From an optimization exercise on the open Yosys and OpenROAD flow, aimed at small area and a short achievable clock period; shortcuts taken in it are not production practice. Only simulation tests tie the RTL to the original design; equivalence was not proved. Power is estimated from default activity; no workload was simulated.

Design LCD_CTRL, start of the top module:
module LCD_CTRL(clk,reset,datain,cmd,cmd_valid,dataout,output_valid,busy);
Size in the first run: ~1300 cells after synthesis, roughly 24 I/O pins, roughly 17000 um^2 of cells after synthesis.
==> flow/config.mk <==
export PLATFORM = sky130hd
export DESIGN_NAME = LCD_CTRL
export DESIGN_NICKNAME = LCD_CTRL
export VERILOG_FILES = /design/flow/design.v
export SDC_FILE = /design/flow/constraint.sdc
export NUM_CORES = 4
export LEC_CHECK = 0
export CAP_MARGIN = 20
export CORE_MARGIN = 2
export CORE_UTILIZATION = 40
export CTS_CLUSTER_DIAMETER = 100
export CTS_CLUSTER_SIZE = 25
export PLACE_DENSITY = 0.75
export SETUP_SLACK_MARGIN = 3.3
export SLEW_MARGIN = 20
export SYNTH_HIERARCHICAL = 1
==> flow/constraint.sdc <==
create_clock -name core_clock -period 5.5 [get_ports {clk}]
set_input_delay 1.1000 -clock core_clock [delete_from_list [all_inputs] [get_ports {clk}]]
set_output_delay 1.1000 -clock core_clock [all_outputs]
set_load 0.01 [all_outputs]
run.sh (not shown) runs the stock make flow with config.mk's settings and CLKGATE_MAP_FILE= SYNTH_SCRIPT=/design/flow/synth_recipe.tcl, a recipe that flattens the netlist after the stock synthesis.
The baseline finished with timing, DRC and antenna clean.
Change:
- PLACE_DENSITY: 0.75 -> not set
- SETUP_SLACK_MARGIN: 3.3 -> 3.2
What happened: Wire length came out higher by 3.2%. Via count is lower by about 1.8%. Sequential power came out higher by about 0.8%.
Change:
- CORE_UTILIZATION: 40 -> 50
- PLACE_DENSITY: not set -> 0.65
- SETUP_SLACK_MARGIN: 3.2 -> 3.3
Result: The new run finished clean. First-iteration DRC count went up by 4.6%. Wire length goes down by 0.52%. Synthesized cell count does not change. Cell area went up by 0.51%. Worst setup slack improves by 32 ps. Global-route usage came out higher by 4.1 points.
Change:
- CORE_UTILIZATION: 50 -> 40
- PLACE_DENSITY: 0.65 -> not set
Result:
- clock power rises by about 2%
- sequential power came out lower by about 1%
- core utilization went down by 11 points
- via count falls by 1.8%
- area after synthesis is unchanged
- clock skew came out higher by 12 ps
- critical path depth falls by 1

---

== the baseline ==
The RTL this note starts from:
==> flow/design.v <==
module LCD_CTRL(clk,reset,datain,cmd,cmd_valid,dataout,output_valid,busy);
input clk;
input reset;
input [7:0] datain;
input [2:0] cmd;
input cmd_valid;
output [7:0] dataout;
output output_valid;
output busy;
reg [7:0] ring [0:63];
reg [5:0] phase;              
reg       busy_r, ov_r;       
reg [3:0] cnt;                
reg [7:0] lo_n, hi_n;         
reg [2:0] ox, oy;
reg       mag;
reg [7:0] out_r;
reg [7:0] c00, c22, c_o, c_r, c_d;
integer i;
genvar g, b;
wire [7:0] lo_r = ~lo_n;
wire [7:0] hi_r = ~hi_n;
wire is_load = busy_r & ~ov_r;
wire accept  = ~busy_r & cmd_valid;
wire ox0 = (ox == 3'd0), ox4 = (ox == 3'd4);
wire oy0 = (oy == 3'd0), oy4 = (oy == 3'd4);
wire mag_n = (cmd == 3'd2) | (mag & (cmd != 3'd1) & (cmd != 3'd3));
wire cmd0 = (cmd == 3'd0), cmd1 = (cmd == 3'd1), cmd2 = (cmd == 3'd2), cmd3 = (cmd == 3'd3);
wire cmd4 = (cmd == 3'd4), cmd5 = (cmd == 3'd5), cmd6 = (cmd == 3'd6), cmd7 = (cmd == 3'd7);
wire f_22 = cmd_valid & cmd2;
wire f_00 = cmd_valid & (cmd1 | cmd3 | (~mag & ~cmd2));
wire f_o  = cmd_valid & mag & (cmd0 | cmd5 | (cmd4 & ox4) | (cmd6 & oy0) | (cmd7 & oy4));
wire f_r  = cmd_valid & mag & cmd4 & ~ox4;
wire f_u  = ~cmd_valid | (mag & cmd6 & ~oy0);
wire f_d  = cmd_valid & mag & cmd7 & ~oy4;
wire [7:0] first_n;
generate
  for (b = 0; b < 8; b = b + 1) begin : fbit
    wire p, q;
    lcd_aoi222 fa (.a(f_22), .b(c22[b]), .c(f_00), .d(c00[b]), .e(f_o), .f(c_o[b]), .y(p));
    lcd_aoi222 fb (.a(f_r), .b(c_r[b]), .c(f_u), .d(out_r[b]), .e(f_d), .f(c_d[b]), .y(q));
    lcd_and2 fc (.a(p), .b(q), .y(first_n[b]));
  end
endgenerate
wire use_rd  = busy_r | (cmd_valid & mag & ~ox0 & (cmd == 3'd5));
wire nuse_rd = ~use_rd;
wire [63:0] sel;
wire [7:0]  rd, out_d;
generate
  for (g = 0; g < 64; g = g + 1) begin : s
    assign sel[g] = ~(lo_n[g%8] | hi_n[g/8]);
  end
  for (b = 0; b < 8; b = b + 1) begin : rbit
    wire [20:0] t;
    wire        t21;
    wire [5:0]  u;
    wire        v0, v1;
    for (g = 0; g < 21; g = g + 1) begin : a3
      lcd_aoi222 ua (.a(sel[3*g]), .b(ring[3*g][b]), .c(sel[3*g+1]), .d(ring[3*g+1][b]),
                     .e(sel[3*g+2]), .f(ring[3*g+2][b]), .y(t[g]));
    end
    lcd_nand2 ub (.a(sel[63]), .b(ring[63][b]), .y(t21));
    lcd_nand4 n0 (.a(t[0]),  .b(t[1]),  .c(t[2]),  .d(t[3]),  .y(u[0]));
    lcd_nand4 n1 (.a(t[4]),  .b(t[5]),  .c(t[6]),  .d(t[7]),  .y(u[1]));
    lcd_nand4 n2 (.a(t[8]),  .b(t[9]),  .c(t[10]), .d(t[11]), .y(u[2]));
    lcd_nand4 n3 (.a(t[12]), .b(t[13]), .c(t[14]), .d(t[15]), .y(u[3]));
    lcd_nand4 n4 (.a(t[16]), .b(t[17]), .c(t[18]), .d(t[19]), .y(u[4]));
    lcd_nand2 n5 (.a(t[20]), .b(t21), .y(u[5]));
    lcd_nor3  m0 (.a(u[0]), .b(u[1]), .c(u[2]), .y(v0));
    lcd_nor3  m1 (.a(u[3]), .b(u[4]), .c(u[5]), .y(v1));
    lcd_nand2 m2 (.a(v0), .b(v1), .y(rd[b]));
    lcd_a32oi m3 (.a1(v0), .a2(v1), .a3(use_rd), .b1(nuse_rd), .b2(first_n[b]), .y(out_d[b]));
  end
endgenerate
function [7:0] rotl;
  input [7:0] v;
  input [2:0] k;
  rotl = (v << k) | (v >> (4'd8 - k));
endfunction
wire row_next = (cnt[1:0] == 2'd2);
wire at62     = lo_r[6] & hi_r[7];
wire cnt14    = (cnt == 4'd14);
wire cnt15    = (cnt == 4'd15);
wire out_mid  = ov_r & ~cnt14 & ~cnt15;
wire c_p1  = (is_load & ~at62) | (~busy_r & ~cmd_valid);        
wire c_u   = ov_r & cnt14;                                      
wire c_l   = ov_r & cnt15;                                      
wire c_zi0 = out_mid & mag & ~row_next;                         
wire c_zi4 = out_mid & mag & row_next;                          
wire c_zo9 = out_mid & ~mag & row_next;                         
wire c_m1b = (is_load & at62) | (out_mid & ~mag & ~row_next);   
wire a_ld  = accept & (cmd == 3'd1);                            
wire a_zi  = accept & (cmd == 3'd2);                            
wire a_zo  = accept & ((cmd == 3'd3) | (~mag & (cmd != 3'd1) & (cmd != 3'd2)));  
wire a_in  = accept & mag;
wire a_m1  = a_in & ((cmd == 3'd0) | ((cmd == 3'd4) & ox4) | ((cmd == 3'd5) & ox0) |
                     ((cmd == 3'd6) & oy0) | ((cmd == 3'd7) & oy4));   
wire a_m2  = a_in & (cmd == 3'd4) & ~ox4;                       
wire a_0   = a_in & (cmd == 3'd5) & ~ox0;                       
wire a_p7  = a_in & (cmd == 3'd6) & ~oy0;                       
wire a_m9  = a_in & (cmd == 3'd7) & ~oy4;                       
wire l0    = lo_r[0];
wire l_ge1 = ~lo_r[0];
wire l_ge2 = ~(lo_r[0] | lo_r[1]);
wire l_ge4 = |lo_r[7:4];
wire l_ge6 = lo_r[6] | lo_r[7];
wire l7    = lo_r[7];
wire m1  = c_m1b | a_m1;
wire m9  = c_zo9 | a_m9;
wire r0 = c_zi0 | a_0;
wire r1 = c_p1;
wire r7 = m1 | m9 | a_p7;
wire r4 = c_u | c_zi4;
wire r2 = c_l;
wire r6 = a_m2;
wire h1 = (c_p1 & l7) | (a_p7 & l_ge1);
wire h0 = (c_p1 & ~l7) | (m1 & ~l0) | r0 | (c_l & l_ge6) | (c_zi4 & l_ge4) |
          (a_m2 & l_ge2) | (a_p7 & ~l_ge1);
wire h7 = (m1 & l0) | (c_l & ~l_ge6) | (c_zi4 & ~l_ge4) | (a_m2 & ~l_ge2) | (m9 & l_ge1);
wire h6 = m9 & ~l_ge1;
wire h4 = c_u & ~l_ge4;
wire h5 = c_u & l_ge4;
wire [7:0] pl  = 8'd1 << phase[2:0];
wire [7:0] ph  = 8'd1 << phase[5:3];
wire [7:0] ph_zo = (phase[2:0] == 3'd0) ? rotl(ph, 3'd7) : ph;
wire [7:0] ph_zi = (phase[2:0] >= 3'd2) ? rotl(ph, 3'd6) : rotl(ph, 3'd5);
wire [7:0] lo_nx = ({8{r0}} & lo_r) | ({8{r1}} & rotl(lo_r, 3'd1)) | ({8{r7}} & rotl(lo_r, 3'd7)) |
                   ({8{r4}} & rotl(lo_r, 3'd4)) | ({8{r2}} & rotl(lo_r, 3'd2)) |
                   ({8{r6}} & rotl(lo_r, 3'd6)) | ({8{a_zo}} & rotl(pl, 3'd7)) |
                   ({8{a_zi}} & rotl(pl, 3'd6)) | ({8{a_ld}} & 8'h80);
wire [7:0] hi_nx = ({8{h0}} & hi_r) | ({8{h1}} & rotl(hi_r, 3'd1)) | ({8{h7}} & rotl(hi_r, 3'd7)) |
                   ({8{h6}} & rotl(hi_r, 3'd6)) | ({8{h4}} & rotl(hi_r, 3'd4)) |
                   ({8{h5}} & rotl(hi_r, 3'd5)) | ({8{a_zo}} & ph_zo) | ({8{a_zi}} & ph_zi) |
                   ({8{a_ld}} & 8'h80);
always @(posedge clk) begin
  for (i = 63; i > 0; i = i - 1) ring[i] <= ring[i-1];
  ring[0] <= is_load ? datain : ring[63];
  out_r <= out_d;
  lo_n  <= ~lo_nx;
  hi_n  <= ~hi_nx;
  phase <= accept & (cmd == 3'd1) ? 6'd63 : phase + 6'd1;
  cnt   <= ov_r ? cnt + 4'd1 : 4'd0;
end
always @(posedge clk) begin
  if (is_load & lo_r[7] & hi_r[7]) c00 <= datain;
  if (is_load & lo_r[1] & hi_r[2]) c22 <= datain;
  if (ov_r & (cnt == 4'd0)) c_o <= out_r;
  if (ov_r & (cnt == 4'd1)) c_r <= out_r;
  if (ov_r & (cnt == 4'd4)) c_d <= out_r;
end
always @(posedge clk) begin
  if (reset) begin
    busy_r <= 1'b0;
    ov_r   <= 1'b0;
  end else if (~busy_r) begin
    if (cmd_valid) begin
      busy_r <= 1'b1;
      ov_r   <= (cmd != 3'd1);
    end
  end else if (is_load) begin
    if (at62) ov_r <= 1'b1;
  end else if (cnt == 4'd15) begin
    busy_r <= 1'b0;
    ov_r   <= 1'b0;
  end
end
always @(posedge clk) begin
  if (accept) begin
    mag <= mag_n;
    case (cmd)
      3'd1: begin ox <= 3'd0; oy <= 3'd0; end
      3'd2: begin ox <= 3'd2; oy <= 3'd2; end
      3'd4: if (!ox4) ox <= ox + 3'd1;
      3'd5: if (!ox0) ox <= ox - 3'd1;
      3'd6: if (!oy0) oy <= oy - 3'd1;
      3'd7: if (!oy4) oy <= oy + 3'd1;
      default: ;
    endcase
  end
end
assign dataout      = out_r;
assign busy         = busy_r;
assign output_valid = ov_r;
endmodule
module lcd_aoi222(input a, b, c, d, e, f, output y);
  assign y = ~((a & b) | (c & d) | (e & f));
endmodule
module lcd_nand4(input a, b, c, d, output y);
  assign y = ~(a & b & c & d);
endmodule
module lcd_nand2(input a, b, output y);
  assign y = ~(a & b);
endmodule
module lcd_nor3(input a, b, c, output y);
  assign y = ~(a | b | c);
endmodule
module lcd_and2(input a, b, output y);
  assign y = a & b;
endmodule
module lcd_and3(input a, b, c, output y);
  assign y = a & b & c;
endmodule
module lcd_a32oi(input a1, a2, a3, b1, b2, output y);
  assign y = ~((a1 & a2 & a3) | (b1 & b2));
endmodule
module lcd_mux2 #(parameter W = 1) (input s, input [W-1:0] a, b, output [W-1:0] y);
  assign y = s ? a : b;
endmodule
export LEC_CHECK = 0
export CAP_MARGIN = 20
export CORE_MARGIN = 2
export CORE_UTILIZATION = 40
export CTS_CLUSTER_DIAMETER = 100
export CTS_CLUSTER_SIZE = 25
export SETUP_SLACK_MARGIN = 3.3
export SLEW_MARGIN = 20
export SYNTH_HIERARCHICAL = 1
export TNS_END_PERCENT = 5
create_clock -name core_clock -period 5.5 [get_ports {clk}]
Edits applied to the flow inputs when going from the baseline to the candidate:
Settings: clearing TNS_END_PERCENT, which used to be 5; putting CTS_BUF_LIST at sky130_fd_sc_hd__clkbuf_8 sky130_fd_sc_hd__clkbuf_16 where nothing was set; swapping 100 for 80 in CTS_CLUSTER_DIAMETER; swapping 25 for 20 in CTS_CLUSTER_SIZE.
### Flow results
- Re overall die width: no difference whatsoever between the baseline and the candidate.
- Going from the baseline to the candidate, clock-buffer cell count grew by 5; wire length on met2 fell 1.8%; count of boundary I/O pins held; post-route cell area now sits higher; combined area of all synthesized cells has remained practically unchanged.

[what the ideal ports hide]
How much do the figures lean on ideal ports? The routed layouts below were timed once more, with nothing changed but the port constraints.
Step 1: set_driving_cell puts a clkbuf_16 on clk and a buf_2 on each other input, an assumption about the parent block.
Step 2 adds t to the input delays and takes it off the output delays; t is the mean of the earliest and latest rising clock arrival at the registers after step 1. Input paths then give back, and output paths get back, about the clock's delay inside the block.
Three values: ideal, step 1, step 2; two values: the first two.
run | t (ns) | setup WS [ns] | hold WS [ns] | worst setup path at the end | cell pins on the clock port's net
the first run of note 1 | 0.645 | 3.267 / 3.267 / 2.682 | 0.327 / 0.327 / 0.327 | input to register | 1
the second run of note 1 | 0.629 | 3.224 / 3.239 / 2.620 | 0.336 / 0.336 / 0.336 | input to register | 1
the third run of note 1 | 0.621 | 3.256 / 3.256 / 2.705 | 0.334 / 0.334 / 0.334 | input to register | 1
the fourth run of note 1 | 0.637 | 3.282 / 3.277 / 2.716 | 0.332 / 0.332 / 0.332 | input to register | 1
the baseline | 0.647 | 3.266 / 3.220 / 2.650 | 0.336 / 0.336 / 0.336 | input to register | 1
the candidate | 0.599 | 3.268 / 3.268 / 2.755 | 0.337 / 0.337 / 0.337 | input to register | 1
After both steps setup and hold are still met in every run listed. For the baseline, which loses most, drivers alone change the setup slack by -0.046 ns; drivers and shift together by -0.616 ns.
